This is an optimization exercise on Yosys and OpenROAD, whose aim is small area, not a production implementation.
RTL that was checked went through simulation tests only; none was proved equivalent to the original.
The RTL of runs 1 to 3 was laid out without a check of its function.
Power and IR drop assume default switching activity.

$ cat config.mk
export PLATFORM = sky130hd
export DESIGN_NAME = accel
export DESIGN_NICKNAME = accel
export VERILOG_FILES = /design/flow/design.v
export SDC_FILE = /design/flow/constraint.sdc
export NUM_CORES = 4
export LEC_CHECK = 0
export CAP_MARGIN = 20
export CORE_MARGIN = 2
export CORE_UTILIZATION = 60
export CTS_CLUSTER_DIAMETER = 100
export CTS_CLUSTER_SIZE = 25
export SLEW_MARGIN = 20
$ cat constraint.sdc
create_clock -name core_clock -period 5.0 [get_ports {clock}]
set_input_delay 1.0000 -clock core_clock [delete_from_list [all_inputs] [get_ports {clock}]]
set_output_delay 1.0000 -clock core_clock [all_outputs]
set_load 0.01 [all_outputs]
$ cat design.v
module adder #
(
  parameter ADDER_BITS = 8
)
(
  input                         clock,
  input                         reset,
  input                         rd_fire,
  input                         rd_first,
  input        [ADDER_BITS-1:0] rd_data,
  output       [ADDER_BITS-1:0] c_data
);
  logic [ADDER_BITS-1:0] acc;
  always_ff @(posedge clock)
    if (reset)
      acc <= 'd0;
    else if (rd_fire)
      acc <= (rd_first ? '0 : acc) + rd_data;
  assign c_data = acc;
endmodule
module csr #
 (parameter HOST_ADDR_BITS = 8,
  parameter HOST_DATA_BITS = 32
)
(
  input                         clock,
  input                         reset,
  input                         host_req_valid,
  input                         host_req_opcode,
  input    [HOST_ADDR_BITS-1:0] host_req_addr,
  input    [HOST_DATA_BITS-1:0] host_req_value,
  output                        host_req_deq,
  output                        host_resp_valid,
  output logic [HOST_DATA_BITS-1:0] host_resp_bits,
  output                        launch,
  input                         finish,
  input    [HOST_DATA_BITS-1:0] cycles,
  output   [HOST_DATA_BITS-1:0] length,
  output   [HOST_DATA_BITS-1:0] a_addr,
  output   [HOST_DATA_BITS-1:0] b_addr,
  output   [HOST_DATA_BITS-1:0] c_addr
);
  localparam NUM_REG = 6;
  logic rsp;
  always_ff @(posedge clock)
    if (reset)
      rsp <= 1'b0;
    else
      rsp <= host_req_valid & ~host_req_opcode & ~rsp;
  assign host_req_deq = host_req_valid & ~rsp;
  logic [HOST_DATA_BITS-1:0] rf [NUM_REG-1:0];
  logic        [NUM_REG-1:0] sel;
  logic [HOST_DATA_BITS-1:0] wdata;
  logic                      done;
  assign wdata = reset ? '0 : finish ? cycles : host_req_value;
  genvar i;
  for (i = 0; i < NUM_REG; i++) begin : g_reg
    wire hit = host_req_valid & ~rsp & (host_req_addr == i*4);
    wire wen = hit & host_req_opcode;
    always_ff @(posedge clock)
      if (reset)
        sel[i] <= 1'b0;
      else
        sel[i] <= hit & ~host_req_opcode;
    if (i == 0) begin : g_ctrl
      always_ff @(posedge clock)
        if (reset)
          done <= 1'b0;
        else if (finish)
          done <= 1'b1;
        else if (wen)
          done <= 1'b0;
      always_ff @(posedge clock)
        if (reset | wen)
          rf[i] <= wdata;
    end else if (i == 1) begin : g_cycles
      always_ff @(posedge clock)
        if (reset | finish | wen)
          rf[i] <= wdata;
    end else begin : g_plain
      always_ff @(posedge clock)
        if (reset | wen)
          rf[i] <= wdata;
    end
  end
  logic sel0_val, sel0_done;
  assign sel0_val = sel[0] & ~done;
  assign sel0_done = sel[0] & done;
  always_comb begin
    host_resp_bits = (rf[0] & {HOST_DATA_BITS{sel0_val}})
                   | {{(HOST_DATA_BITS-2){1'b0}}, sel0_done, 1'b0};
    for (int k = 1; k < NUM_REG; k++)
      host_resp_bits = host_resp_bits | (rf[k] & {HOST_DATA_BITS{sel[k]}});
  end
  assign host_resp_valid = rsp;
  assign launch = rf[0][0] & ~done;
  assign length = rf[2];
  assign a_addr = rf[3];
  assign b_addr = rf[4];
  assign c_addr = rf[5];
endmodule
module mmu #
(
  parameter MEM_LEN_BITS = 8,
  parameter MEM_ADDR_BITS = 32,
  parameter HOST_DATA_BITS = 32
)
(
  input                         clock,
  input                         reset,
  output                        mem_req_valid,
  output                        mem_req_opcode,
  output     [MEM_LEN_BITS-1:0] mem_req_len,
  output    [MEM_ADDR_BITS-1:0] mem_req_addr,
  output                        mem_wr_valid,
  input                         mem_rd_valid,
  output                        mem_rd_ready,
  input                         launch,
  output                        finish,
  output   [HOST_DATA_BITS-1:0] cycles,
  input    [HOST_DATA_BITS-1:0] length,
  input    [HOST_DATA_BITS-1:0] a_addr,
  input    [HOST_DATA_BITS-1:0] b_addr,
  input    [HOST_DATA_BITS-1:0] c_addr,
  output                        rd_fire,
  output                        rd_first
);
  logic s_idle, s_ra, s_da, s_rb, s_db, s_rc, s_dc, s_fin;
  logic [HOST_DATA_BITS-1:0] cnt;
  logic [HOST_DATA_BITS-1:0] cyc;
  logic                      last_q;
  logic                      op_a, op_b, op_c, op_l, op_ci;
  logic [HOST_DATA_BITS-1:0] opnd;
  logic [HOST_DATA_BITS-1:0] sum;
  assign op_a = s_ra;
  assign op_b = s_rb;
  assign op_c = s_rc;
  assign op_l = s_da | s_db;
  assign op_ci = op_l | s_dc;
  assign opnd = (a_addr & {HOST_DATA_BITS{op_a}})
              | (b_addr & {HOST_DATA_BITS{op_b}})
              | (c_addr & {HOST_DATA_BITS{op_c}})
              | (~length & {HOST_DATA_BITS{op_l}});
  assign sum = opnd + cnt + op_ci;
  always_ff @(posedge clock)
    if (op_l)
      last_q <= &sum;
  localparam H = HOST_DATA_BITS / 2;
  logic                      cyc_wrap;
  logic [HOST_DATA_BITS-1:0] cyc_cy, cyc_inc;
  assign cyc_cy[0] = 1'b1;
  assign cyc_cy[H] = cyc_wrap;
  for (genvar i = 1; i < HOST_DATA_BITS; i++) begin : g_cy
    if (i != H) begin : g_rc
      assign cyc_cy[i] = cyc_cy[i-1] & cyc[i-1];
    end
  end
  assign cyc_inc = cyc ^ cyc_cy;
  always_ff @(posedge clock)
    if (reset)
      {s_idle, s_ra, s_da, s_rb, s_db, s_rc, s_dc, s_fin} <= 8'b1000_0000;
    else begin
      s_idle <= (s_idle & ~launch) | s_fin;
      s_ra   <= (s_idle & launch) | (s_dc & ~last_q);
      s_da   <= s_ra | (s_da & ~mem_rd_valid);
      s_rb   <= s_da & mem_rd_valid;
      s_db   <= s_rb | (s_db & ~mem_rd_valid);
      s_rc   <= s_db & mem_rd_valid;
      s_dc   <= s_rc;
      s_fin  <= s_dc & last_q;
    end
  always_ff @(posedge clock)
    if (reset | s_idle)
      cnt <= '0;
    else if (s_dc)
      cnt <= sum;
  always_ff @(posedge clock)
    if (reset | s_idle) begin
      cyc <= '1;
      cyc_wrap <= 1'b1;
    end else begin
      cyc <= cyc_inc;
      cyc_wrap <= (&cyc[H-1:1]) & ~cyc[0];
    end
  assign cycles = cyc;
  assign finish = s_fin;
  assign mem_req_valid = s_ra | s_rb | s_rc;
  assign mem_req_opcode = op_c;
  assign mem_req_len = 'd0;
  assign mem_req_addr = sum;
  assign mem_rd_ready = op_l;
  assign mem_wr_valid = s_dc;
  assign rd_fire = mem_rd_ready & mem_rd_valid;
  assign rd_first = s_da;
endmodule
module accel #
( parameter HOST_ADDR_BITS = 8,
  parameter HOST_DATA_BITS = 32,
  parameter MEM_LEN_BITS = 8,
  parameter MEM_ADDR_BITS = 32,
  parameter MEM_DATA_BITS = 64
)
(
  input                         clock,
  input                         reset,
  input                         host_req_valid,
  input                         host_req_opcode,
  input    [HOST_ADDR_BITS-1:0] host_req_addr,
  input    [HOST_DATA_BITS-1:0] host_req_value,
  output                        host_req_deq,
  output                        host_resp_valid,
  output   [HOST_DATA_BITS-1:0] host_resp_bits,
  output                        mem_req_valid,
  output                        mem_req_opcode,
  output     [MEM_LEN_BITS-1:0] mem_req_len,
  output    [MEM_ADDR_BITS-1:0] mem_req_addr,
  output                        mem_wr_valid,
  output    [MEM_DATA_BITS-1:0] mem_wr_bits,
  input                         mem_rd_valid,
  input     [MEM_DATA_BITS-1:0] mem_rd_bits,
  output                        mem_rd_ready
);
  localparam ADDER_BITS = 8;
  logic                      launch;
  logic                      finish;
  logic [HOST_DATA_BITS-1:0] cycles;
  logic [HOST_DATA_BITS-1:0] length;
  logic [HOST_DATA_BITS-1:0] a_addr;
  logic [HOST_DATA_BITS-1:0] b_addr;
  logic [HOST_DATA_BITS-1:0] c_addr;
  logic                      rd_fire;
  logic                      rd_first;
  logic     [ADDER_BITS-1:0] c_data;
  csr #
  (
    .HOST_ADDR_BITS(HOST_ADDR_BITS),
    .HOST_DATA_BITS(HOST_DATA_BITS)
  )
  c
  (
    .clock           (clock),
    .reset           (reset),
    .host_req_valid  (host_req_valid),
    .host_req_opcode (host_req_opcode),
    .host_req_addr   (host_req_addr),
    .host_req_value  (host_req_value),
    .host_req_deq    (host_req_deq),
    .host_resp_valid (host_resp_valid),
    .host_resp_bits  (host_resp_bits),
    .launch          (launch),
    .finish          (finish),
    .cycles          (cycles),
    .length          (length),
    .a_addr          (a_addr),
    .b_addr          (b_addr),
    .c_addr          (c_addr)
  );
  adder #
  (
    .ADDER_BITS(ADDER_BITS)
  )
  a
  (
    .clock    (clock),
    .reset    (reset),
    .rd_fire  (rd_fire),
    .rd_first (rd_first),
    .rd_data  (mem_rd_bits[ADDER_BITS-1:0]),
    .c_data   (c_data)
  );
  mmu #
  (
    .MEM_LEN_BITS(MEM_LEN_BITS),
    .MEM_ADDR_BITS(MEM_ADDR_BITS),
    .HOST_DATA_BITS(HOST_DATA_BITS)
  )
  m
  (
    .clock          (clock),
    .reset          (reset),
    .mem_req_valid  (mem_req_valid),
    .mem_req_opcode (mem_req_opcode),
    .mem_req_len    (mem_req_len),
    .mem_req_addr   (mem_req_addr),
    .mem_wr_valid   (mem_wr_valid),
    .mem_rd_valid   (mem_rd_valid),
    .mem_rd_ready   (mem_rd_ready),
    .launch         (launch),
    .finish         (finish),
    .cycles         (cycles),
    .length         (length),
    .a_addr         (a_addr),
    .b_addr         (b_addr),
    .c_addr         (c_addr),
    .rd_fire        (rd_fire),
    .rd_first       (rd_first)
  );
  assign mem_wr_bits = {{(MEM_DATA_BITS-ADDER_BITS){1'b0}}, c_data};
endmodule
$ cat flow/run.sh
#!/bin/bash
set -euo pipefail
bash standard.sh BUFFER_PORTS_ARGS="-buffer_cell sky130_fd_sc_hd__buf_1" finish > standard.log 2>&1
$ cat standard.sh
#!/bin/bash
# synth_recipe.tcl (not shown) runs the flow's synth.tcl, then flattens the netlist and writes it again
# the make line also repeats each setting of config.mk as NAME=value (left out here)
make -C /OpenROAD-flow-scripts/flow DESIGN_CONFIG=/design/flow/config.mk WORK_HOME=/design/flow/orfs CLKGATE_MAP_FILE= SYNTH_SCRIPT=/design/flow/synth_recipe.tcl "${@:-finish}"
==> impl_metrics.env, run 1 <==
export IMPL_outcome="complete, but fails checks"
export IMPL_check_faults="negative setup slack"
export IMPL_ir_worst_vdd_v=0.000235
export IMPL_crit_arrival_ns=4.00
export IMPL_grt_overflow_total=0
export IMPL_numCtsBuffers=15
export IMPL_vias_per_cell=6.25
export IMPL_cp_required_ns=4.00
export IMPL_track_usage=0.280
export IMPL_synth_warning_count=4
export IMPL_worst_path_stages=13
export IMPL_place_gp_congestion=0.842
export IMPL_max_stage_delay_ns=0.43
export IMPL_holdWs_ns=0.460
export IMPL_endpoint_kind="output port"
export IMPL_synth_top_area_share=0.425
export IMPL_core_area_um2=22400
export IMPL_hold_buffers=0
export IMPL_slowest_stage="a221o_1"
export IMPL_crit_family="compound AO/OA/AOI/OAI gates"
export IMPL_final_cell_count_no_fill=1565
export IMPL_cts_max_path_buffers=3
export IMPL_drt_pre_antenna_iters=10
export IMPL_finalSetupViolations=3
export IMPL_grt_max_degree=71
export IMPL_start_kind="flop"
export IMPL_drt_initial_drc_count=1312
export IMPL_grt_pass1_wl_mm=52.0
export IMPL_final_cell_mix="edfxtp_1, buf_1, nor2_1"
export IMPL_grt_pass1_vias=9432
export IMPL_slew_headroom=0.272
export IMPL_synth_cell_area_um2=13600
export IMPL_ios=251
export IMPL_io_buffers=130
export IMPL_yosysUniqueCellTypes=69
export IMPL_wl_mm=34.1
export IMPL_tightest_slew_ns=1.09
export IMPL_routedWlPerCell_um=21.8
export IMPL_post_route_util=0.663
export IMPL_critical_path_class="reg -> out"
export IMPL_min_path_cells=1
export IMPL_finalClockSkew_ns=0.0251
export IMPL_numClockSinks=282
export IMPL_area_growth_pct=9.25
export IMPL_synth_cells=1154
export IMPL_drive_gt1_frac=0.0867
export IMPL_antenna_found_initial=0
export IMPL_r2r_cells=23
export IMPL_antenna_left=0
export IMPL_timing_final_crit_share=1.00
export IMPL_antenna_cells=0
export IMPL_cts_tree="yes"
export IMPL_fin_crit_ns=5.00
export IMPL_nNetsFinal=1450
export IMPL_rsz0062_at_grt="true"
export IMPL_yosys_top_cells_area="edfxtp_1, dfxtp_1, a222oi_1"
export IMPL_p_leak_nw=5.52
export IMPL_regArea_um2=7590
export IMPL_post_synth_cell_area_avg_um2=11.8
export IMPL_htree_levels=1
export IMPL_pre_cts_ws_ns=0.269
export IMPL_drc=0
export IMPL_dp_cells=1524
export IMPL_die_y_um=155
export IMPL_drv_slew=0
export IMPL_fmax_mhz=200
export IMPL_dp_hpwl_mm=22.3
export IMPL_p_per_area_nw_per_um2=306
export IMPL_multi_input_area_um2=5620
export IMPL_fin_setup_tns_ns=-0.00609
export IMPL_layout_cells_most_common="edfxtp_1"
export IMPL_cp_max_fo=5
export IMPL_drv_cap=0
export IMPL_clkLatencyLatePin_ns=0.50
export IMPL_num_rows=55
export IMPL_clockRootBuffer="clkbuf_16"
export IMPL_path_buf_inv=2
export IMPL_yosysSeqAreaShare=0.556
export IMPL_clk_pin_slew_ns=0.09
export IMPL_cp_cell_sequence="a222oi_1, o21a_1, fa_2, inv_2, fa_2, a211oi_2, o21bai_1, a221o_1, o211ai_2, a31oi_4, a31oi_4, xnor2_2, buf_2"
export IMPL_die_w_um=155
export IMPL_yosys_area_top_type="edfxtp_1"
export IMPL_vias=9786
export IMPL_ys_seq_elements=282
export IMPL_ys_flop_type="edfxtp_1"
export IMPL_initial_core_util=0.607
export IMPL_setup_slack_ns=-0.00332
export IMPL_fillerInstances=1829
export IMPL_synth_edf_count=193
export IMPL_async_reset_ff_frac=0
export IMPL_worstHoldPathType="reg -> reg"
export IMPL_die_area_um2=23900
export IMPL_finalHoldViolations=0
==> cell usage after synthesis (all sizes together), types with 8 or more instances <==
cell type	number
a21oi	45
inv	26
o21bai	10
ha	66
clkbuf	61
nand2b	8
o21a	10
dfxtp	89
nor2	105
xnor2	20
nor2b	14
nand2	61
mux2i	62
edfxtp	193
nor3	8
buf	69
or3	31
nand3	10
a21o	12
xor2	11
o21ai	59
a222oi	95
nand4	12
==> sequential cells by signal (all words and copies together) (netlist names), 6 cells and up <==
signal and cells:
c.rf 192, a.acc 8, c.sel 6, m.cyc 32
m.cnt 32
==> repair_timing <==
action,4_1_cts,5_1_grt
pin swaps,12,14
endpoints found under the setup margin,7,18
setup buffers,13,3
resized for setup,16,33
==> logic make-up (layout without fill, tap and decap cells) <==
logic type      after synthesis  in the layout  synth area share
flops                       282            282             0.556
xor+xnor                     31             31            0.0199
other cells                   1             64          0.000275
mux                          62             62            0.0456
simple gates                289            289             0.105
buf+inv                     156            219            0.0609
fa+ha+maj                    69             69            0.0650
compound gates              264            264             0.147
==> final cells by class <==
cell class,count,area share
inverter,26,0.00656
tap,285,0.0240
clock buffer,23,0.0272
sequential,282,0.510
multi-input combinational,779,0.377
timing repair buffer,168,0.0536
clock inverter,2,0.00151
==> layer usage <==
metal	track usage	share of wire
met1	0.405	0.42
met2	0.455	0.47
met3	0.0426	0.097
met4	0.0556	0.013
met5	0	0
==> final timing paths <==
path | start | endpoint | slack [ns]
setup reg to reg | c.rf[3][0] | m.last_q | 0.29
hold reg to reg | m.cyc[0] | m.cyc[0] | 0.46
hold / removal | m.cyc[0] | m.cyc[0] | 0.46
setup / recovery | c.rf[3][0] | mem_req_addr[28] | -0.003
==> power by group <==
group / internal [mW] / leakage (nW) / switching [mW]
Clock: 0.578 / 0.206 / 0.729
Sequential: 2.65 / 2.60 / 0.0714
Combinational: 0.181 / 2.71 / 0.337
==> per-stage QoR <==
| stage | cell area (µm²) | power (mW) |
|---|---|---|
| floorplan | 13900 | 3.12 |
| global placement | 14200 | 3.26 |
| detailed placement | 14200 | 3.27 |
| CTS | 14800 | 4.56 |
| global route | 14900 | 4.73 |
| finish | 14900 | 4.55 |
==> inputs of run 2 (changes only) <==
==> flow/run.sh (replaced) <==
#!/bin/bash
set -euo pipefail
bash standard.sh BUFFER_PORTS_ARGS="-buffer_cell sky130_fd_sc_hd__buf_1" SKIP_REPAIR_TIE_FANOUT=1 finish > standard.log 2>&1
==> impl_metrics.env, run 2 <==
export IMPL_vias_per_cell=6.41
export IMPL_ir_worst_vdd_v=0.000255
export IMPL_vias=9697
export IMPL_clkLatencyLatePin_ns=0.49
export IMPL_grt_pass1_wl_mm=51.8
export IMPL_clockRootBuffer="clkbuf_16"
export IMPL_antenna_left=0
export IMPL_max_stage_delay_ns=0.42
export IMPL_final_cell_mix="edfxtp_1, buf_1, nor2_1"
export IMPL_tightest_slew_ns=1.09
export IMPL_yosysUniqueCellTypes=69
export IMPL_crit_arrival_ns=4.11
export IMPL_slew_headroom=0.273
export IMPL_drv_cap=0
export IMPL_ys_flop_type="edfxtp_1"
export IMPL_hold_buffers=0
export IMPL_worstHoldPathType="reg -> reg"
export IMPL_num_rows=55
export IMPL_die_area_um2=23900
export IMPL_holdWs_ns=0.446
export IMPL_largest_reg_flops=192
export IMPL_finalSetupViolations=6
export IMPL_power_frac_clock=0.287
export IMPL_start_kind="flop"
export IMPL_htree_levels=1
export IMPL_post_route_util=0.659
export IMPL_switchingPower_mw=1.14
export IMPL_yosys_cell_count_top_type="edfxtp_1"
export IMPL_setup_slack_ns=-0.108
export IMPL_critical_path_class="reg -> out"
export IMPL_synth_cells=1154
export IMPL_yosys_top_cells_area="edfxtp_1, dfxtp_1, a222oi_1"
export IMPL_fmax_mhz=196
export IMPL_drt_initial_drc_count=1345
export IMPL_antenna_found_initial=0
export IMPL_yosys_area_top_type="edfxtp_1"
export IMPL_routedWlPerCell_um=22.8
export IMPL_check_faults="negative setup slack"
export IMPL_finalHoldViolations=0
export IMPL_yosysSeqAreaShare=0.556
export IMPL_cp_max_fo=4
export IMPL_synth_common_cells="edfxtp_1, nor2_1, a222oi_1"
export IMPL_grt_max_degree=65
export IMPL_final_cell_count_no_fill=1513
export IMPL_cts_tree="yes"
export IMPL_endpoint_kind="output port"
export IMPL_ios=251
export IMPL_rsz0062_at_grt="true"
export IMPL_combPwrFrac=0.116
export IMPL_r2r_cells=17
export IMPL_regMostFlops="c.rf"
export IMPL_die_w_um=155
export IMPL_clk_pin_slew_ns=0.09
export IMPL_seqPwrFrac=0.598
export IMPL_internal_power_mw=3.42
export IMPL_async_reset_ff_frac=0
export IMPL_io_buffers=130
export IMPL_cts_max_path_buffers=3
export IMPL_antenna_cells=0
export IMPL_ys_seq_elements=282
export IMPL_synth_cell_area_um2=13600
export IMPL_p_leak_nw=5.37
export IMPL_synth_edf_count=193
export IMPL_timing_final_crit_share=1.02
export IMPL_core_area_um2=22400
export IMPL_fin_crit_ns=5.11
export IMPL_place_gp_congestion=0.918
export IMPL_cpMostUsedCell="fa_2"
export IMPL_finalClockSkew_ns=0.0154
export IMPL_nNetsFinal=1398
export IMPL_post_synth_cell_area_avg_um2=11.8
export IMPL_numCtsBuffers=15
export IMPL_die_y_um=155
export IMPL_cp_required_ns=4.00
export IMPL_synth_warning_count=4
export IMPL_slowest_stage="a221o_1"
export IMPL_outcome="complete, but fails checks"
export IMPL_area_growth_pct=8.48
export IMPL_drt_pre_antenna_iters=9
export IMPL_top_regs="c.rf x192, m.cnt x32, m.cyc x32"
export IMPL_min_path_cells=1
export IMPL_track_usage=0.282
export IMPL_p_per_area_nw_per_um2=309
export IMPL_layout_cells_most_common="edfxtp_1"
export IMPL_grt_overflow_total=0
export IMPL_initial_core_util=0.607
export IMPL_drv_slew=0
export IMPL_cp_cell_sequence="a222oi_1, o21a_2, fa_2, inv_2, fa_2, a211oi_2, o21bai_1, a221o_1, o211ai_2, a31oi_4, a311o_1, o311ai_4, buf_2"
export IMPL_dp_hpwl_mm=22.4
export IMPL_grt_pass1_vias=9342
export IMPL_fillerInstances=1804
export IMPL_numClockSinks=282
export IMPL_drc=0
export IMPL_wl_mm=34.5
export IMPL_sw_frac_of_total=0.250
export IMPL_dp_cells=1464
export IMPL_synth_top_area_share=0.425
export IMPL_drive_gt1_frac=0.102
run 2: cell count changes in the layout (fill, tap and decap cells not counted), moves of 2 or more:
cell     before  now
conb_1       64    1
buf_4        38   47
o21ai_2       3    0
a21oi_1      42   40
a21oi_2       3    5
nor2b_4       2    0
o21ai_0      49   51
xnor2_1      16   14
xnor2_2       4    6
run 2: routing by layer:
metal  global-route usage  wire length [µm]  up-vias
met5                    0                 0        -
met3               0.0339              3330       43
met2                0.464             16100      531
met1                0.409             14500     4608
met4               0.0595               616        0
li1                     -                 -     4515
run 2: final timing paths:
| kind | slack (ns) | start | to |
|---|---|---|---|
| max | -0.11 | c.rf[3][0] | mem_req_addr[30] |
| min | 0.45 | m.cyc[0] | m.cyc[0] |
| max reg2reg | 0.38 | c.rf[3][0] | m.last_q |
| min reg2reg | 0.45 | m.cyc[0] | m.cyc[0] |
run 2: metrics by stage:
| step | setup TNS, ns | total power, mW | area (µm²) | setup WS [ns] |
|---|---|---|---|---|
| after floorplan | 0 | 3.12 | 13600 | 0.487 |
| after global placement | 0 | 3.26 | 14000 | 0.254 |
| after detailed placement | 0 | 3.27 | 14000 | 0.238 |
| after CTS | -0.135 | 4.56 | 14500 | -0.0805 |
| after global routing | -1.28 | 4.74 | 14800 | -0.219 |
| final | -0.424 | 4.56 | 14800 | -0.108 |
run 2: power by group through the flow:
stage / Combinational [mW] / Sequential (mW) / Clock, mW
final: 0.528 / 2.73 / 1.31
after global routing: 0.589 / 2.74 / 1.40
after CTS: 0.504 / 2.72 / 1.33
after detailed placement: 0.494 / 2.78 / 0
after global placement: 0.492 / 2.77 / 0
after floorplan: 0.362 / 2.76 / 0
run 2: worst max-delay path, delay by kind of cell (launching register included):
| kind | cells | cell delay, ns |
|---|---|---|
| AOI/OAI and AO/OA | 9 | 2.36 |
| DFF | 1 | 0.40 |
| adders and majority gates | 2 | 0.63 |
| buffers and inverters | 2 | 0.23 |
run 2: cell type report:
cell class / count / area (µm²) / area share
timing repair buffer: 179 / 888 / 0.0601
clock buffer: 23 / 405 / 0.0274
inverter: 26 / 97.6 / 0.00660
tap: 285 / 357 / 0.0241
clock inverter: 2 / 22.5 / 0.00152
multi-input combinational: 716 / 5420 / 0.367
sequential: 282 / 7590 / 0.513
run 2: timing repair:
item	4_1_cts	5_1_grt
pin swaps	6	22
gates resized for setup	10	42
hold endpoints to repair	0	0
setup buffers	6	19
setup endpoints to repair	7	14
run 2: cell families (layout without fill, tap and decap cells):
logic type | count (synthesis) | count (layout) | synth area share
and+or+nand+nor | 289 | 289 | 0.105
DFF | 282 | 282 | 0.556
AOI/OAI and AO/OA | 264 | 264 | 0.147
buffers and inverters | 156 | 230 | 0.0609
adders and majority gates | 69 | 69 | 0.0650
muxes | 62 | 62 | 0.0456
xor gates and xnor gates | 31 | 31 | 0.0199
other | 1 | 1 | 0.000275
==> inputs of run 3 (changes only) <==
--- a/design.v
+++ b/design.v
@@ -13,7 +13,14 @@
   logic [ADDER_BITS-1:0] acc;
+  logic [ADDER_BITS-1:0] x;
+  logic [ADDER_BITS-1:0] sum;
+  logic   [ADDER_BITS:0] cy;
+  assign x = acc & {ADDER_BITS{~rd_first}};
+  assign cy[0] = 1'b0;
+  for (genvar i = 0; i < ADDER_BITS; i++) begin : g_rc
+    assign sum[i] = x[i] ^ rd_data[i] ^ cy[i];
+    assign cy[i+1] = (x[i] & rd_data[i]) | (cy[i] & (x[i] ^ rd_data[i]));
+  end
   always_ff @(posedge clock)
-    if (reset)
-      acc <= 'd0;
-    else if (rd_fire)
-      acc <= (rd_first ? '0 : acc) + rd_data;
+    if (reset | rd_fire)
+      acc <= reset ? '0 : sum;
   assign c_data = acc;
==> impl_metrics.env, run 3 <==
export IMPL_critical_path_class="reg -> out"
export IMPL_ys_seq_elements=282
export IMPL_p_per_area_nw_per_um2=314
export IMPL_drt_pre_antenna_iters=9
export IMPL_regMostFlops="c.rf"
export IMPL_timing_final_crit_share=0.987
export IMPL_fin_crit_ns=4.93
export IMPL_antenna_left=0
export IMPL_wl_mm=34.6
export IMPL_synth_cells=1124
export IMPL_clockRootBuffer="clkbuf_16"
export IMPL_synth_compound_area_frac=0.143
export IMPL_final_cell_mix="edfxtp_1, buf_1, a222oi_1"
export IMPL_synth_warning_count=4
export IMPL_nNetsFinal=1363
export IMPL_p_leak_nw=5.30
export IMPL_antenna_cells=0
export IMPL_initial_core_util=0.607
export IMPL_yosysUniqueCellTypes=70
export IMPL_htree_levels=1
export IMPL_finalHoldViolations=0
export IMPL_synth_top_area_share=0.442
export IMPL_max_stage_delay_ns=0.45
export IMPL_synth_top_family_by_area="compound AO/OA/AOI/OAI gates"
export IMPL_finalClockSkew_ns=0.0181
export IMPL_synth_common_cells="edfxtp_1, a222oi_1, nor2_1"
export IMPL_dp_hpwl_mm=22.2
export IMPL_synth_edf_count=201
export IMPL_grt_pass1_vias=9343
export IMPL_numClockSinks=282
export IMPL_async_reset_ff_frac=0
export IMPL_place_gp_congestion=0.860
export IMPL_drc=0
export IMPL_synth_cell_area_um2=13700
export IMPL_ios=251
export IMPL_layout_cells_most_common="edfxtp_1"
export IMPL_worstHoldPathType="reg -> reg"
export IMPL_yosys_top_cells_area="edfxtp_1, dfxtp_1, a222oi_1"
export IMPL_cp_cell_sequence="buf_4, a222oi_1, o21ai_2, ha_2, a21o_1, a211o_1, o2111ai_2, nand3_2, a311o_2, a311oi_2, xnor2_2, buf_2"
export IMPL_tightest_slew_ns=1.03
export IMPL_outcome="timing/DRC/antenna clean"
export IMPL_grt_pass1_wl_mm=51.5
export IMPL_cp_required_ns=4.00
export IMPL_die_w_um=155
export IMPL_die_area_um2=24000
export IMPL_largest_reg_flops=192
export IMPL_num_rows=55
export IMPL_clkLatencyLatePin_ns=0.50
export IMPL_routedWlPerCell_um=23.4
export IMPL_muxShareOfSynthArea=0.0447
export IMPL_setup_slack_ns=0.0670
export IMPL_ir_worst_vdd_v=0.000253
export IMPL_drv_cap=0
export IMPL_start_kind="flop"
export IMPL_drt_initial_drc_count=1315
export IMPL_drive_gt1_frac=0.109
export IMPL_yosys_cell_count_top_type="edfxtp_1"
export IMPL_antenna_found_initial=0
export IMPL_cp_max_fo=9
export IMPL_grt_overflow_total=0
export IMPL_fmax_mhz=203
export IMPL_numCtsBuffers=15
export IMPL_post_synth_cell_area_avg_um2=12.1
export IMPL_synthAdderAreaFrac=0.0667
export IMPL_drv_slew=0
export IMPL_io_buffers=130
export IMPL_yosys_area_top_type="edfxtp_1"
export IMPL_die_y_um=155
export IMPL_cts_max_path_buffers=3
export IMPL_rsz0062_at_grt="true"
export IMPL_synthXorXnorAreaFrac=0.0184
export IMPL_cts_tree="yes"
export IMPL_synth_simple_area_share=0.103
export IMPL_vias_per_cell=6.49
export IMPL_slowest_stage="a311o_2"
export IMPL_yosysSeqAreaShare=0.561
export IMPL_pre_cts_ws_ns=0.197
export IMPL_slew_headroom=0.312
export IMPL_endpoint_kind="output port"
export IMPL_vias=9605
export IMPL_hold_buffers=0
export IMPL_top_regs="c.rf x192, m.cnt x32, m.cyc x32"
export IMPL_track_usage=0.279
export IMPL_grt_max_degree=65
export IMPL_core_area_um2=22500
export IMPL_clk_pin_slew_ns=0.10
export IMPL_finalSetupViolations=0
export IMPL_area_growth_pct=7.70
export IMPL_fillerInstances=1784
export IMPL_ys_flop_type="edfxtp_1"
export IMPL_crit_arrival_ns=3.93
export IMPL_finalPower_mw=4.62
run 3: cell count changes after synthesis, moves of 5 or more:
cell / before / now
a21oi_1: 45 / 21
nor2_1: 105 / 94
o21ai_0: 58 / 49
dfxtp_1: 89 / 81
edfxtp_1: 193 / 201
nor3_1: 8 / 15
xnor2_1: 20 / 13
a21o_1: 11 / 17
ha_1: 66 / 60
nand2b_1: 8 / 2
o21a_1: 10 / 4
fa_1: 3 / 8
run 3: layer usage:
layer	wire length (µm)	global-route usage
met5	0	0
met4	542	0.0626
met3	3070	0.0446
met2	15900	0.440
met1	15000	0.411
run 3: area by class of cell:
type / instances / area (µm²) / area share
Clock buffer: 22 / 402 / 0.0273
Clock inverter: 3 / 22.5 / 0.00153
Inverter: 23 / 86.3 / 0.00587
Multi-Input combinational cell: 686 / 5300 / 0.360
Sequential cell: 282 / 7680 / 0.522
Tap cell: 285 / 357 / 0.0242
Timing Repair Buffer: 178 / 865 / 0.0588
run 3: power breakdown:
group / internal, mW / switching [mW]
clock network: 0.573 / 0.738
logic: 0.201 / 0.351
registers: 2.68 / 0.0840
run 3: final timing paths:
check,start,end,slack [ns],cells after the start
setup reg to reg,c.rf[3][0],m.last_q,0.73,15
hold / removal,m.cyc[0],m.cyc[0],0.48,1
setup / recovery,m.s_rb,mem_req_addr[31],0.07,12
hold reg to reg,m.cyc[0],m.cyc[0],0.48,1
run 3: stage by stage:
| stage | area (µm²) | TNS [ns] | hold WS (ns) | utilization | std cells |
|---|---|---|---|---|---|
| floorplan | 13700 | 0 | 0.383 | - | 1124 |
| global placement | 14000 | 0 | 0.447 | 0.624 | 1439 |
| detailed placement | 14000 | 0 | 0.474 | 0.624 | 1439 |
| CTS | 14500 | 0 | 0.492 | 0.643 | 1464 |
| global route | 14700 | -0.0812 | 0.510 | 0.653 | 1479 |
| finish | 14700 | 0 | 0.479 | 0.653 | 1479 |
run 3: logic make-up (layout without fill, tap and decap cells):
family,Yosys count,in the layout
compound gates,244,244
xor+xnor,27,27
fa+ha+maj,68,68
buf+inv,156,226
flops,282,282
mux,61,61
other cells,1,1
simple gates,285,285
run 3: timing repair:
item,CTS,global route
pin swaps,0,10
gates resized for setup,10,44
setup buffers,0,15
setup endpoints to repair,9,12
run 3: critical path, delay by kind of cell (launching register included):
family / cells / cell delay [ns]
AOI/OAI and AO/OA: 7 / 2.01
xor gates and xnor gates: 1 / 0.17
adders and majority gates: 1 / 0.29
buffers and inverters: 2 / 0.36
DFF: 1 / 0.40
and+or+nand+nor: 1 / 0.19
==> inputs of run 4 (changes only) <==
--- a/design.v
+++ b/design.v
@@ -138,18 +138,15 @@
   logic                      last_q;
-  logic                      op_a, op_b, op_c, op_l, op_ci;
+  logic                      op_l;
   logic [HOST_DATA_BITS-1:0] opnd;
   logic [HOST_DATA_BITS-1:0] sum;
-  assign op_a = s_ra;
-  assign op_b = s_rb;
-  assign op_c = s_rc;
   assign op_l = s_da | s_db;
-  assign op_ci = op_l | s_dc;
-  assign opnd = (a_addr & {HOST_DATA_BITS{op_a}})
-              | (b_addr & {HOST_DATA_BITS{op_b}})
-              | (c_addr & {HOST_DATA_BITS{op_c}})
-              | (~length & {HOST_DATA_BITS{op_l}});
-  assign sum = opnd + cnt + op_ci;
+  assign opnd = (a_addr & {HOST_DATA_BITS{s_ra}})
+              | (b_addr & {HOST_DATA_BITS{s_rb}})
+              | (c_addr & {HOST_DATA_BITS{s_rc}})
+              | (~length & {HOST_DATA_BITS{op_l}})
+              | {{(HOST_DATA_BITS-1){1'b0}}, s_dc};
+  assign sum = opnd + cnt;
   always_ff @(posedge clock)
     if (op_l)
-      last_q <= &sum;
+      last_q <= sum == {{(HOST_DATA_BITS-1){1'b1}}, 1'b0};
   localparam H = HOST_DATA_BITS / 2;
@@ -194,3 +191,3 @@
   assign mem_req_valid = s_ra | s_rb | s_rc;
-  assign mem_req_opcode = op_c;
+  assign mem_req_opcode = s_rc;
   assign mem_req_len = 'd0;
--- a/config.mk
+++ b/config.mk
@@ -7,3 +7,3 @@
 export LEC_CHECK = 0
-export CAP_MARGIN = 20
+export CAP_MARGIN = 5
 export CORE_MARGIN = 2
@@ -12,2 +12,2 @@
 export CTS_CLUSTER_SIZE = 25
-export SLEW_MARGIN = 20
+export SLEW_MARGIN = 5
==> impl_metrics.env, run 4 <==
export IMPL_outcome="timing/DRC/antenna clean"
export IMPL_drive_gt1_frac=0.105
export IMPL_tightest_slew_ns=0.931
export IMPL_num_rows=54
export IMPL_finalClockSkew_ns=0.0174
export IMPL_synth_edf_count=201
export IMPL_pre_cts_ws_ns=0.366
export IMPL_cts_tree="yes"
export IMPL_timing_final_crit_share=0.970
export IMPL_p_leak_nw=5.25
export IMPL_fillerInstances=1712
export IMPL_drt_pre_antenna_iters=9
export IMPL_internal_power_mw=3.46
export IMPL_drv_cap=0
export IMPL_setup_slack_ns=0.152
export IMPL_cp_max_fo=17
export IMPL_numCtsBuffers=15
export IMPL_grt_pass1_wl_mm=51.1
export IMPL_synth_common_cells="edfxtp_1, nor2_1, a222oi_1"
export IMPL_r2r_setup_slack_ns=0.65
export IMPL_hold_buffers=0
export IMPL_yosysUniqueCellTypes=68
export IMPL_power_frac_clock=0.283
export IMPL_grt_max_degree=65
export IMPL_combPwrFrac=0.122
export IMPL_finalPower_mw=4.62
export IMPL_worstHoldPathType="reg -> reg"
export IMPL_regMostFlops="c.rf"
export IMPL_htree_levels=1
export IMPL_drv_slew=0
export IMPL_synth_warning_count=4
export IMPL_post_synth_cell_area_avg_um2=12.3
export IMPL_grt_pass1_vias=9064
export IMPL_grt_overflow_total=0
export IMPL_wl_mm=33.7
export IMPL_synth_cell_area_um2=13500
export IMPL_drt_initial_drc_count=1331
export IMPL_fin_crit_ns=4.85
export IMPL_finalHoldViolations=0
export IMPL_cp_required_ns=4.00
export IMPL_layout_cells_most_common="edfxtp_1"
export IMPL_area_growth_pct=8.65
export IMPL_drc=0
export IMPL_critical_path_class="reg -> out"
export IMPL_clk_pin_slew_ns=0.10
export IMPL_yosys_area_top_type="edfxtp_1"
export IMPL_switchingPower_mw=1.16
export IMPL_slew_headroom=0.379
export IMPL_place_gp_congestion=0.832
export IMPL_fmax_mhz=206
export IMPL_vias=9306
export IMPL_synth_top_area_share=0.447
export IMPL_seqPwrFrac=0.596
export IMPL_top_regs="c.rf x192, m.cnt x32, m.cyc x32"
export IMPL_clkLatencyLatePin_ns=0.49
export IMPL_finalSetupViolations=0
export IMPL_antenna_cells=0
export IMPL_final_cell_mix="edfxtp_1, buf_1, a222oi_1"
export IMPL_io_buffers=130
export IMPL_ir_worst_vdd_v=0.000271
export IMPL_clockRootBuffer="clkbuf_16"
export IMPL_yosys_top_cells_area="edfxtp_1, dfxtp_1, a222oi_1"
export IMPL_routedWlPerCell_um=23.2
export IMPL_yosysSeqAreaShare=0.568
export IMPL_numClockSinks=282
export IMPL_die_w_um=154
export IMPL_track_usage=0.278
export IMPL_synth_cells=1101
export IMPL_initial_core_util=0.614
export IMPL_crit_arrival_ns=3.85
export IMPL_ys_flop_type="edfxtp_1"
export IMPL_ys_seq_elements=282
export IMPL_core_area_um2=22000
export IMPL_sw_frac_of_total=0.252
export IMPL_nNetsFinal=1342
export IMPL_antenna_found_initial=0
export IMPL_largest_reg_flops=192
export IMPL_cts_max_path_buffers=3
export IMPL_endpoint_kind="output port"
export IMPL_antenna_left=0
export IMPL_ios=251
export IMPL_yosys_cell_count_top_type="edfxtp_1"
export IMPL_vias_per_cell=6.41
export IMPL_p_per_area_nw_per_um2=315
export IMPL_die_y_um=154
export IMPL_dp_hpwl_mm=21.9
export IMPL_async_reset_ff_frac=0
export IMPL_die_area_um2=23700
export IMPL_start_kind="flop"
==> run 4: changes by cell type after synthesis, sizes merged, moves of 5 or more <==
| cell | change |
|---|---|
| nor3 | -12 |
| nor4 | -5 |
| buf | -7 |
| xor2 | -8 |
| xnor2 | +7 |
| nor3b | +5 |
| a21oi | +6 |
==> run 4: metal layers <==
metal	global-route usage	up-vias	wire [µm]
met5	0	-	0
met4	0.0521	0	537
met3	0.0285	40	2760
met2	0.453	426	15600
met1	0.412	4506	14700
li1	-	4334	-
==> run 4: power by group through the flow <==
stage / clock network [mW] / logic [mW] / registers, mW
2_1_floorplan: 0 / 0.377 / 2.79
3_3_place_gp: 0 / 0.516 / 2.80
3_5_place_dp: 0 / 0.529 / 2.81
4_1_cts: 1.32 / 0.534 / 2.75
5_1_grt: 1.39 / 0.625 / 2.77
6_report: 1.31 / 0.562 / 2.75
==> run 4: stage by stage <==
stage	hold slack (ns)	std cells	util	area [µm²]	TNS, ns
6_report	0.452	1452	0.668	14700	0
5_1_grt	0.464	1452	0.668	14700	-0.0210
4_1_cts	0.454	1439	0.655	14400	0
3_5_place_dp	0.431	1412	0.634	13900	0
3_3_place_gp	0.434	1412	0.634	13900	0
2_1_floorplan	0.383	1101	-	13500	0
==> run 4: repair_timing <==
action | 4_1_cts | 5_1_grt
setup endpoints to repair | 5 | 13
pin swaps | 4 | 23
gates cloned | 0 | 0
gates resized for setup | 9 | 50
setup buffers | 2 | 13
==> run 4: cell families (layout without fill, tap and decap cells) <==
kind of cell / count (synthesis) / after routing / share of synthesized area
buffers and inverters: 150 / 221 / 0.0597
other: 1 / 1 / 0.000278
adder cells (fa/ha/maj): 69 / 69 / 0.0679
XOR/XNOR: 26 / 26 / 0.0169
multiplexers: 60 / 60 / 0.0445
AO/OA/AOI/OAI: 247 / 247 / 0.145
flip-flops: 282 / 282 / 0.568
AND/OR/NAND/NOR: 266 / 266 / 0.0978
==> run 4: final cells by class <==
cell class,count,area (µm²),share of cell area
multi-input cells,669,5290,0.361
flip-flops and latches,282,7670,0.523
inverters,21,78.8,0.00538
clock inverters,3,23.8,0.00162
well taps,280,350,0.0239
clock buffers,22,402,0.0274
repair buffers,175,842,0.0574
==> run 4: worst paths after layout <==
path             from               end  cells past startpoint
max            m.s_ra  mem_req_addr[30]                     12
min reg2reg  m.cyc[0]          m.cyc[0]                      1
max reg2reg    m.s_da          m.last_q                     16
min          m.cyc[0]          m.cyc[0]                      1
==> run 4: worst max-delay path, cell delays in order (launching register included) <==
cell	delay, ns
dfxtp_4	0.39
buf_4	0.16
buf_4	0.21
a222oi_1	0.38
o21ai_1	0.15
ha_1	0.40
nand4_1	0.16
or4_1	0.48
a21o_1	0.16
nand4_1	0.20
a41oi_1	0.19
xnor2_1	0.28
buf_2	0.19
==> inputs of run 5 (changes only) <==
--- a/config.mk
+++ b/config.mk
@@ -7,7 +7,8 @@
 export LEC_CHECK = 0
-export CAP_MARGIN = 5
+export CAP_MARGIN = 20
 export CORE_MARGIN = 2
-export CORE_UTILIZATION = 60
+export CORE_UTILIZATION = 70
 export CTS_CLUSTER_DIAMETER = 100
 export CTS_CLUSTER_SIZE = 25
-export SLEW_MARGIN = 5
+export GPL_TIMING_DRIVEN = 0
+export SLEW_MARGIN = 20
==> impl_metrics.env, run 5 <==
export IMPL_regMostFlops="c.rf"
export IMPL_ys_seq_elements=282
export IMPL_use_met2=0.561
export IMPL_synth_top_area_share=0.447
export IMPL_yosys_cell_count_top_type="edfxtp_1"
export IMPL_track_usage=0.341
export IMPL_drv_slew=0
export IMPL_cts_max_path_buffers=3
export IMPL_start_kind="flop"
export IMPL_finalHoldViolations=0
export IMPL_top_regs="c.rf x192, m.cnt x32, m.cyc x32"
export IMPL_post_route_util=0.811
export IMPL_place_area_um2=14500
export IMPL_hold_buffers=0
export IMPL_area_growth_pct=13.2
export IMPL_crit_arrival_ns=3.91
export IMPL_vias_per_cell=6.61
export IMPL_largest_reg_flops=192
export IMPL_cp_cell_sequence="clkbuf_4, a222oi_1, o21ai_2, ha_4, o211ai_1, a21oi_4, o2111ai_4, a21o_1, nand4_1, and4_1, a211oi_2, inv_1, buf_2"
export IMPL_vias=10100
export IMPL_numCtsBuffers=15
export IMPL_tightest_slew_ns=0.836
export IMPL_p_per_area_nw_per_um2=307
export IMPL_antenna_cells=0
export IMPL_routedWlPerCell_um=23.3
export IMPL_post_synth_cell_area_avg_um2=12.3
export IMPL_antenna_left=0
export IMPL_finalClockSkew_ns=0.0150
export IMPL_clkLatencyLatePin_ns=0.50
export IMPL_async_reset_ff_frac=0
export IMPL_drive_gt1_frac=0.126
export IMPL_synth_edf_count=201
export IMPL_final_cell_mix="edfxtp_1, buf_1, a222oi_1"
export IMPL_rsz0062_at_grt="true"
export IMPL_io_buffers=129
export IMPL_worstHoldPathType="reg -> reg"
export IMPL_grt_util_met1=0.467
export IMPL_final_cell_area_um2=15300
export IMPL_die_area_um2=20400
export IMPL_ys_flop_type="edfxtp_1"
export IMPL_antenna_found_initial=0
export IMPL_ir_worst_vdd_v=0.000246
export IMPL_endpoint_kind="output port"
export IMPL_ios=251
export IMPL_max_stage_delay_ns=0.41
export IMPL_drv_cap=0
export IMPL_synth_common_cells="edfxtp_1, nor2_1, a222oi_1"
export IMPL_cts_tree="yes"
export IMPL_busiest_layer="met2"
export IMPL_core_area_um2=18800
export IMPL_clk_pin_slew_ns=0.10
export IMPL_synth_cells=1101
export IMPL_drt_pre_antenna_iters=8
export IMPL_cp_max_fo=10
export IMPL_drt_initial_drc_count=1761
export IMPL_synth_warning_count=4
export IMPL_p_leak_nw=5.63
export IMPL_grt_overflow_total=0
export IMPL_layout_cells_most_common="edfxtp_1"
export IMPL_yosysUniqueCellTypes=68
export IMPL_yosysSeqAreaShare=0.568
export IMPL_synth_cell_area_um2=13500
export IMPL_numClockSinks=282
export IMPL_wl_mm=35.5
export IMPL_slowest_stage="a222oi_1"
export IMPL_yosys_area_top_type="edfxtp_1"
export IMPL_outcome="timing/DRC/antenna clean"
export IMPL_place_gp_congestion=0.894
export IMPL_slew_headroom=0.443
export IMPL_pre_cts_ws_ns=-0.337
export IMPL_num_rows=50
export IMPL_cp_required_ns=4.00
export IMPL_timing_final_crit_share=0.982
export IMPL_die_y_um=143
export IMPL_die_w_um=143
export IMPL_setup_slack_ns=0.0879
export IMPL_grt_pass1_vias=9523
export IMPL_critical_path_class="reg -> out"
export IMPL_finalSetupViolations=0
export IMPL_dp_hpwl_mm=25.0
export IMPL_grt_max_degree=65
export IMPL_nNetsFinal=1435
export IMPL_yosys_top_cells_area="edfxtp_1, dfxtp_1, a222oi_1"
export IMPL_fmax_mhz=204
export IMPL_clockRootBuffer="clkbuf_16"
export IMPL_holdWs_ns=0.467
export IMPL_initial_core_util=0.716
export IMPL_grtUsageMet3=0.0604
export IMPL_fin_crit_ns=4.91
export IMPL_grt_pass1_wl_mm=52.7
export IMPL_htree_levels=1
export IMPL_drc=0
-- run 5: cell counts after synthesis --
No cell type changed its count.
-- run 5: path summary, 6_finish.rpt --
path / from / end / slack, ns / cells after the start
max: m.s_ra / mem_req_addr[28] / 0.09 / 13
min: m.cyc[0] / m.cyc[0] / 0.47 / 1
max reg2reg: m.s_db / m.last_q / 0.60 / 15
min reg2reg: m.cyc[0] / m.cyc[0] / 0.47 / 1
-- run 5: cell families after synthesis --
| group | Yosys count | share of synthesized area |
|---|---|---|
| other | 1 | 0.000278 |
| adders and majority gates | 69 | 0.0679 |
| xor gates and xnor gates | 26 | 0.0169 |
| buffers and inverters | 150 | 0.0597 |
| and+or+nand+nor | 266 | 0.0978 |
| muxes | 60 | 0.0445 |
| DFF | 282 | 0.568 |
| AOI/OAI and AO/OA | 247 | 0.145 |
-- run 5: repair_timing --
item                                    4_1_cts  5_1_grt
gates resized for setup                      45       44
pin swaps                                     5       17
endpoints found under the setup margin       22       10
endpoints found under the hold margin         0        0
setup buffers                                 2        7
-- run 5: layer usage --
layer  vias to the layer above  wire (µm)  share of wire
met2                       704      16900           0.48
met3                        78       4250           0.12
met4                         0        955          0.027
met1                      4753      13400           0.38
met5                         -          0              0
li1                       4540          -              -
-- run 5: worst max-delay path, delay by kind of cell (launching register included) --
| family | cells | cell delay (ns) |
|---|---|---|
| adder cells (fa/ha/maj) | 1 | 0.27 |
| AND/OR/NAND/NOR | 2 | 0.57 |
| buffers and inverters | 3 | 0.48 |
| flip-flops | 1 | 0.40 |
| AO/OA/AOI/OAI | 7 | 1.67 |
-- run 5: area by class of cell --
cell class                      instances  area (µm²)
Buffer                                123         759
Clock buffer                           23         405
Clock inverter                          2        21.3
Fill cell                            1170        3560
Inverter                               21        78.8
Multi-Input combinational cell        669        5280
Sequential cell                       282        7670
Tap cell                              260         325
Timing Repair Buffer                  145         733
-- run 5: metrics by stage --
step | TNS (ns) | cells | total power [mW]
final | 0 | 1525 | 4.69
after global placement | -54.68 | 1490 | 3.34
after global routing | -0.0879 | 1525 | 4.83
after floorplan | 0 | 1101 | 3.17
after CTS | 0 | 1519 | 4.65
after detailed placement | -0.850 | 1497 | 3.38
-- run 5: where the power goes --
group / switching, mW / total [mW] / leakage [nW] / internal, mW
registers: 0.0845 / 2.76 / 2.62 / 2.68
clock network: 0.745 / 1.32 / 0.205 / 0.577
logic: 0.369 / 0.608 / 2.81 / 0.239
==> inputs of run 6 (changes only) <==
--- a/config.mk
+++ b/config.mk
@@ -9,6 +9,5 @@
 export CORE_MARGIN = 2
-export CORE_UTILIZATION = 70
-export CTS_CLUSTER_DIAMETER = 100
-export CTS_CLUSTER_SIZE = 25
-export GPL_TIMING_DRIVEN = 0
+export CORE_UTILIZATION = 60
+export CTS_CLUSTER_DIAMETER = 110
+export CTS_CLUSTER_SIZE = 30
 export SLEW_MARGIN = 20
==> impl_metrics.env, run 6 <==
export IMPL_worstHoldStart="m.cyc[0]"
export IMPL_grtUsageMet3=0.0352
export IMPL_cp_max_fo=13
export IMPL_endpoint_kind="output port"
export IMPL_wl_mm=33.8
export IMPL_synth_common_cells="edfxtp_1, nor2_1, a222oi_1"
export IMPL_r2r_cells=16
export IMPL_critical_path_class="reg -> out"
export IMPL_synth_cell_area_um2=13500
export IMPL_clkLatencyLatePin_ns=0.53
export IMPL_clockRootBuffer="clkbuf_16"
export IMPL_synth_top_area_share=0.447
export IMPL_r2r_setup_slack_ns=0.66
export IMPL_outcome="timing/DRC/antenna clean"
export IMPL_drv_cap=0
export IMPL_top_regs="c.rf x192, m.cnt x32, m.cyc x32"
export IMPL_initial_core_util=0.614
export IMPL_grt_max_degree=65
export IMPL_setup_slack_ns=0.156
export IMPL_num_rows=54
export IMPL_start_kind="flop"
export IMPL_whs_endpoint="m.cyc[0]"
export IMPL_area_growth_pct=8.63
export IMPL_vias_per_cell=6.47
export IMPL_fmax_mhz=206
export IMPL_max_stage_delay_ns=0.40
export IMPL_finalPower_mw=4.62
export IMPL_drv_slew=0
export IMPL_ir_worst_vdd_v=0.000263
export IMPL_worstReg2RegEnd="m.last_q"
export IMPL_synth_warning_count=4
export IMPL_crit_arrival_ns=3.84
export IMPL_place_gp_congestion=0.832
export IMPL_power_frac_clock=0.282
export IMPL_synth_edf_count=201
export IMPL_worstHoldPathType="reg -> reg"
export IMPL_synth_cells=1101
export IMPL_die_area_um2=23700
export IMPL_tightest_slew_ns=0.924
export IMPL_yosysUniqueCellTypes=68
export IMPL_async_reset_ff_frac=0
export IMPL_ios=251
export IMPL_die_w_um=154
export IMPL_min_path_cells=1
export IMPL_sw_frac_of_total=0.254
export IMPL_timing_final_crit_share=0.969
export IMPL_antenna_left=0
export IMPL_fin_crit_ns=4.84
export IMPL_dp_hpwl_mm=21.9
export IMPL_finalHoldViolations=0
export IMPL_post_synth_cell_area_avg_um2=12.3
export IMPL_io_buffers=130
export IMPL_finalClockSkew_ns=0.0385
export IMPL_htree_levels=1
export IMPL_p_per_area_nw_per_um2=315
export IMPL_antenna_found_initial=0
export IMPL_clk_pin_slew_ns=0.11
export IMPL_cts_max_path_buffers=3
export IMPL_drc=0
export IMPL_yosysSeqAreaShare=0.568
export IMPL_p_leak_nw=5.25
export IMPL_slowest_stage="dfxtp_4"
export IMPL_die_y_um=154
export IMPL_seqPwrFrac=0.596
export IMPL_drive_gt1_frac=0.105
export IMPL_pre_cts_ws_ns=0.366
export IMPL_busiest_layer="met2"
export IMPL_drt_initial_drc_count=1512
export IMPL_cp_required_ns=4.00
export IMPL_r2r_start="m.s_da"
export IMPL_cp_cell_sequence="buf_4, a222oi_1, o21ai_0, ha_2, a21o_1, a221oi_4, o221ai_4, a21oi_4, nor2_1, o311ai_2, o2bb2ai_2, xnor2_2, buf_2"
export IMPL_final_cell_mix="edfxtp_1, buf_1, nor2_1, a222oi_1, dfxtp_1"
export IMPL_finalSetupViolations=0
export IMPL_switchingPower_mw=1.17
export IMPL_hold_buffers=0
export IMPL_nNetsFinal=1342
export IMPL_combPwrFrac=0.122
export IMPL_ys_flop_type="edfxtp_1"
export IMPL_layout_cells_most_common="edfxtp_1"
export IMPL_yosys_area_top_type="edfxtp_1"
export IMPL_largest_reg_flops=192
export IMPL_drt_pre_antenna_iters=7
export IMPL_use_met2=0.459
export IMPL_antenna_cells=0
export IMPL_numClockSinks=282
export IMPL_core_area_um2=22000
export IMPL_internal_power_mw=3.44
export IMPL_vias=9388
export IMPL_slew_headroom=0.384
export IMPL_cts_tree="yes"
export IMPL_yosys_cell_count_top_type="edfxtp_1"
export IMPL_holdWs_ns=0.453
export IMPL_grt_overflow_total=0
export IMPL_yosys_top_cells_area="edfxtp_1, dfxtp_1, a222oi_1"
export IMPL_numCtsBuffers=13
export IMPL_grt_pass1_wl_mm=51.5
export IMPL_grt_util_met1=0.410
export IMPL_fillerInstances=1703
export IMPL_regMostFlops="c.rf"
export IMPL_routedWlPerCell_um=23.3
export IMPL_ys_seq_elements=282
export IMPL_track_usage=0.280
export IMPL_grt_pass1_vias=9101
==> run 6: changes by cell type in the layout (fill, tap and decap cells not counted), moves of 3 or more <==
cell	delta
clkbuf_1	-43
buf_4	-31
dfxtp_2	+7
buf_16	-6
dfxtp_1	-6
buf_1	-5
o21ai_1	+4
buf_2	-3
ha_1	-3
o21ai_0	-3
==> run 6: kinds of logic (layout without fill, tap and decap cells) <==
| group | after synthesis | in the layout | share of synthesized area |
|---|---|---|---|
| AOI/OAI and AO/OA | 247 | 247 | 0.145 |
| xor gates and xnor gates | 26 | 26 | 0.0169 |
| adders and majority gates | 69 | 69 | 0.0679 |
| buffers and inverters | 150 | 220 | 0.0597 |
| DFF | 282 | 282 | 0.568 |
| muxes | 60 | 60 | 0.0445 |
| other | 1 | 1 | 0.000278 |
| and+or+nand+nor | 266 | 266 | 0.0978 |
==> run 6: power groups by stage <==
| stage | Clock, mW | Sequential [mW] | Combinational, mW |
|---|---|---|---|
| floorplan | 0 | 2.79 | 0.377 |
| global placement | 0 | 2.80 | 0.516 |
| detailed placement | 0 | 2.81 | 0.529 |
| CTS | 1.31 | 2.75 | 0.535 |
| global route | 1.38 | 2.77 | 0.627 |
| finish | 1.30 | 2.75 | 0.563 |
==> run 6: timing repair <==
| item | CTS | global route |
|---|---|---|
| buffers inserted | 2 | 15 |
| pin swaps | 4 | 23 |
| gates resized for setup | 13 | 49 |
| setup endpoints to repair | 6 | 9 |
==> run 6: final cells by class <==
class / count / area, µm² / area share
Sequential cell: 282 / 7680 / 0.524
Multi-Input combinational cell: 669 / 5290 / 0.361
Clock inverter: 3 / 55.1 / 0.00376
Clock buffer: 19 / 348 / 0.0237
Tap cell: 280 / 350 / 0.0239
Timing Repair Buffer: 177 / 861 / 0.0587
Inverter: 21 / 78.8 / 0.00538
==> run 6: worst max path at each step <==
stage               cells past startpoint  slack (ns)               end            from
floorplan                               5        0.53        c.rf[1][0]  host_req_valid
global placement                       13        0.36  mem_req_addr[31]          m.s_ra
finish                                 13        0.16  mem_req_addr[31]          m.s_rb
global route                           13       -0.02  mem_req_addr[31]          m.s_rb
CTS                                    12      0.0006  mem_req_addr[30]          m.s_ra
detailed placement                     14        0.37  mem_req_addr[28]          m.s_ra
==> run 6: critical path: cells and delay by family (launching register included) <==
kind	cells	cell delay, ns
flip-flops	1	0.40
buffers and inverters	2	0.39
XOR/XNOR	1	0.17
AND/OR/NAND/NOR	1	0.11
adder cells (fa/ha/maj)	1	0.34
AO/OA/AOI/OAI	8	1.94
==> run 6: per-stage QoR <==
step,setup TNS [ns],instances,area [µm²],utilization
after floorplan,0,1101,13500,-
after global placement,0,1412,13900,0.634
after detailed placement,0,1412,13900,0.634
after CTS,0,1436,14400,0.655
after global routing,-0.0183,1451,14700,0.667
final,0,1451,14700,0.667
==> run 6: layer usage <==
metal	wire, µm	vias up
li1	-	4331
met1	14500	4547
met2	15700	466
met3	3050	44
met4	503	0
met5	0	-
==> inputs of run 7 (changes only) <==
--- a/config.mk
+++ b/config.mk
@@ -10,4 +10,5 @@
 export CORE_UTILIZATION = 60
-export CTS_CLUSTER_DIAMETER = 110
-export CTS_CLUSTER_SIZE = 30
+export CTS_BUF_LIST = sky130_fd_sc_hd__clkbuf_8
+export CTS_CLUSTER_DIAMETER = 90
+export CTS_CLUSTER_SIZE = 20
 export SLEW_MARGIN = 20
==> impl_metrics.env, run 7 <==
export IMPL_outcome="timing/DRC/antenna clean"
export IMPL_vias=9447
export IMPL_fmax_mhz=204
export IMPL_nNetsFinal=1364
export IMPL_hold_buffers=0
export IMPL_yosysSeqAreaShare=0.568
export IMPL_cts_max_path_buffers=3
export IMPL_core_area_um2=22000
export IMPL_yosys_area_top_type="edfxtp_1"
export IMPL_top_regs="c.rf x192, m.cnt x32, m.cyc x32"
export IMPL_yosysUniqueCellTypes=68
export IMPL_numClockSinks=282
export IMPL_wl_mm=34.2
export IMPL_endpoint_kind="output port"
export IMPL_die_y_um=154
export IMPL_yosys_top_cells_area="edfxtp_1, dfxtp_1, a222oi_1"
export IMPL_place_gp_congestion=0.832
export IMPL_timing_final_crit_share=0.980
export IMPL_fin_setup_tns_ns=0
export IMPL_area_growth_pct=9.59
export IMPL_synth_warning_count=4
export IMPL_seqPwrFrac=0.616
export IMPL_layout_cells_most_common="edfxtp_1"
export IMPL_cp_required_ns=4.00
export IMPL_antenna_found_initial=0
export IMPL_drv_cap=0
export IMPL_routedWlPerCell_um=23.1
export IMPL_crit_arrival_ns=3.90
export IMPL_ys_seq_elements=282
export IMPL_tightest_slew_ns=0.920
export IMPL_max_stage_delay_ns=0.42
export IMPL_drv_slew=0
export IMPL_synth_cell_area_um2=13500
export IMPL_synth_top_area_share=0.447
export IMPL_antenna_left=0
export IMPL_die_w_um=154
export IMPL_numCtsBuffers=19
export IMPL_power_frac_clock=0.254
export IMPL_start_kind="flop"
export IMPL_clockRootBuffer="clkbuf_8"
export IMPL_largest_reg_flops=192
export IMPL_ys_flop_type="edfxtp_1"
export IMPL_regMostFlops="c.rf"
export IMPL_vias_per_cell=6.39
export IMPL_switchingPower_mw=1.19
export IMPL_die_area_um2=23700
export IMPL_num_rows=54
export IMPL_final_cell_count_no_fill=1479
export IMPL_clk_pin_slew_ns=0.12
export IMPL_async_reset_ff_frac=0
export IMPL_drt_initial_drc_count=1586
export IMPL_synth_edf_count=201
export IMPL_fin_crit_ns=4.90
export IMPL_rsz0062_at_grt="true"
export IMPL_critical_path_class="reg -> out"
export IMPL_internal_power_mw=3.27
export IMPL_ios=251
export IMPL_p_leak_nw=5.39
export IMPL_place_area_um2=13900
export IMPL_p_per_area_nw_per_um2=302
export IMPL_clkLatencyLatePin_ns=0.57
export IMPL_dp_hpwl_mm=21.9
export IMPL_final_cell_area_um2=14800
export IMPL_worstHoldPathType="reg -> reg"
export IMPL_sw_frac_of_total=0.267
export IMPL_ir_worst_vdd_v=0.000252
export IMPL_cts_tree="yes"
export IMPL_dp_cells=1412
export IMPL_slew_headroom=0.387
export IMPL_drt_pre_antenna_iters=10
export IMPL_initial_core_util=0.614
export IMPL_final_cell_mix="edfxtp_1, buf_1, a222oi_1"
export IMPL_synth_cells=1101
export IMPL_grt_overflow_total=0
export IMPL_finalHoldViolations=0
export IMPL_yosys_cell_count_top_type="edfxtp_1"
export IMPL_grt_pass1_wl_mm=51.7
export IMPL_finalClockSkew_ns=0.0375
export IMPL_post_synth_cell_area_avg_um2=12.3
export IMPL_htree_levels=1
export IMPL_antenna_cells=0
export IMPL_grt_pass1_vias=9229
export IMPL_track_usage=0.282
export IMPL_finalSetupViolations=0
export IMPL_cp_max_fo=14
export IMPL_combPwrFrac=0.129
export IMPL_drc=0
export IMPL_synth_common_cells="edfxtp_1, nor2_1, a222oi_1"
export IMPL_drive_gt1_frac=0.128
export IMPL_cp_cell_sequence="nor2_4, o2111ai_1, ha_1, a21o_1, a31oi_2, o221ai_4, a21oi_4, buf_6, o21ai_2, a211o_1, and2_4, buf_1"
export IMPL_io_buffers=130
export IMPL_slowest_stage="nor2_4"
export IMPL_fillerInstances=1710
export IMPL_grt_max_degree=65
## run 7: cell counts after synthesis
Identical to the previous run, type by type.
## run 7: power by group through the flow
stage,clock network (mW),registers (mW),logic (mW)
floorplan,0,2.79,0.377
global placement,0,2.80,0.516
detailed placement,0,2.81,0.529
CTS,1.16,2.75,0.544
global route,1.23,2.77,0.641
finish,1.14,2.75,0.576
## run 7: per-stage QoR
stage | hold slack [ns] | setup slack [ns] | util | power (mW)
after floorplan | 0.383 | 0.532 | - | 3.17
after global placement | 0.434 | 0.360 | 0.634 | 3.31
after detailed placement | 0.431 | 0.366 | 0.634 | 3.33
after CTS | 0.461 | -0.0231 | 0.657 | 4.45
after global routing | 0.471 | -0.0456 | 0.673 | 4.65
final | 0.460 | 0.101 | 0.673 | 4.47
## run 7: cells by family after synthesis
kind of cell / share of synthesized area
DFF: 0.568
buffers and inverters: 0.0597
muxes: 0.0445
adders and majority gates: 0.0679
xor gates and xnor gates: 0.0169
other: 0.000278
AOI/OAI and AO/OA: 0.145
and+or+nand+nor: 0.0978
## run 7: repair_timing
item | in CTS | in global routing
pin swaps | 11 | 29
resized for setup | 19 | 59
setup buffers | 11 | 23
endpoints found under the setup margin | 11 | 17
## run 7: path summary, 6_finish.rpt
path | startpoint | endpoint | slack, ns | cells after the start
min reg2reg | m.cyc[0] | m.cyc[0] | 0.46 | 1
min | m.cyc[0] | m.cyc[0] | 0.46 | 1
max | m.s_da | mem_req_addr[27] | 0.10 | 12
max reg2reg | m.s_ra | m.last_q | 0.73 | 14
## run 7: final cells by class
| type | instances | area, µm² | area share |
|---|---|---|---|
| Timing Repair Buffer | 193 | 997 | 0.0674 |
| Clock buffer | 19 | 262 | 0.0177 |
| Multi-Input combinational cell | 669 | 5320 | 0.360 |
| Tap cell | 280 | 350 | 0.0237 |
| Inverter | 21 | 78.8 | 0.00533 |
| Sequential cell | 282 | 7680 | 0.519 |
| Clock inverter | 15 | 97.6 | 0.00660 |
## run 7: critical path, delay by kind of cell (launching register included)
family                     cells  cell delay, ns
AOI/OAI and AO/OA              7            1.73
adders and majority gates      1            0.39
buffers and inverters          2            0.25
DFF                            1            0.36
and+or+nand+nor                2            0.60
## run 7: metal layers
metal	vias up	global-route usage	share of wire	wire, µm
met4	0	0.0596	0.015	507
met3	31	0.0499	0.090	3090
met1	4607	0.403	0.42	14500
li1	4380	-	-	-
met2	429	0.458	0.47	16200
met5	-	0	0	0

==> separate check: timing with driven ports <==
In the flow no input, the clock included, has a driving cell. The finished layouts below were timed again as built, in two steps.
Step 1: set_driving_cell puts a clkbuf_16 on clock and a buf_2 on each other input, an assumption about the parent block.
Step 2, shift: input delay + t, output delay - t, t = (earliest + latest rising clock arrival at the registers) / 2. This alone moves slack from input paths to output paths.
Slacks: no drivers / after step 1 / after step 2; pairs: no drivers / after step 1.
| run | t (ns) | setup slack, ns | worst setup path at the end | worst data-port slew with drivers (ns) |
|---|---|---|---|---|
| run 1 | 0.537 | -0.003 / -0.052 / 0.285 | register to register | 0.04 |
| run 2 | 0.532 | -0.108 / -0.155 / 0.377 | register to output | 0.04 |
| run 3 | 0.540 | 0.067 / 0.020 / 0.560 | register to output | 0.04 |
| run 4 | 0.530 | 0.152 / 0.104 / 0.633 | register to output | 0.04 |
| run 5 | 0.538 | 0.088 / 0.041 / 0.579 | register to output | 0.04 |
| run 6 | 0.554 | 0.156 / 0.110 / 0.646 | input to register | 0.04 |
| run 7 | 0.597 | 0.101 / 0.054 / 0.651 | register to output | 0.04 |
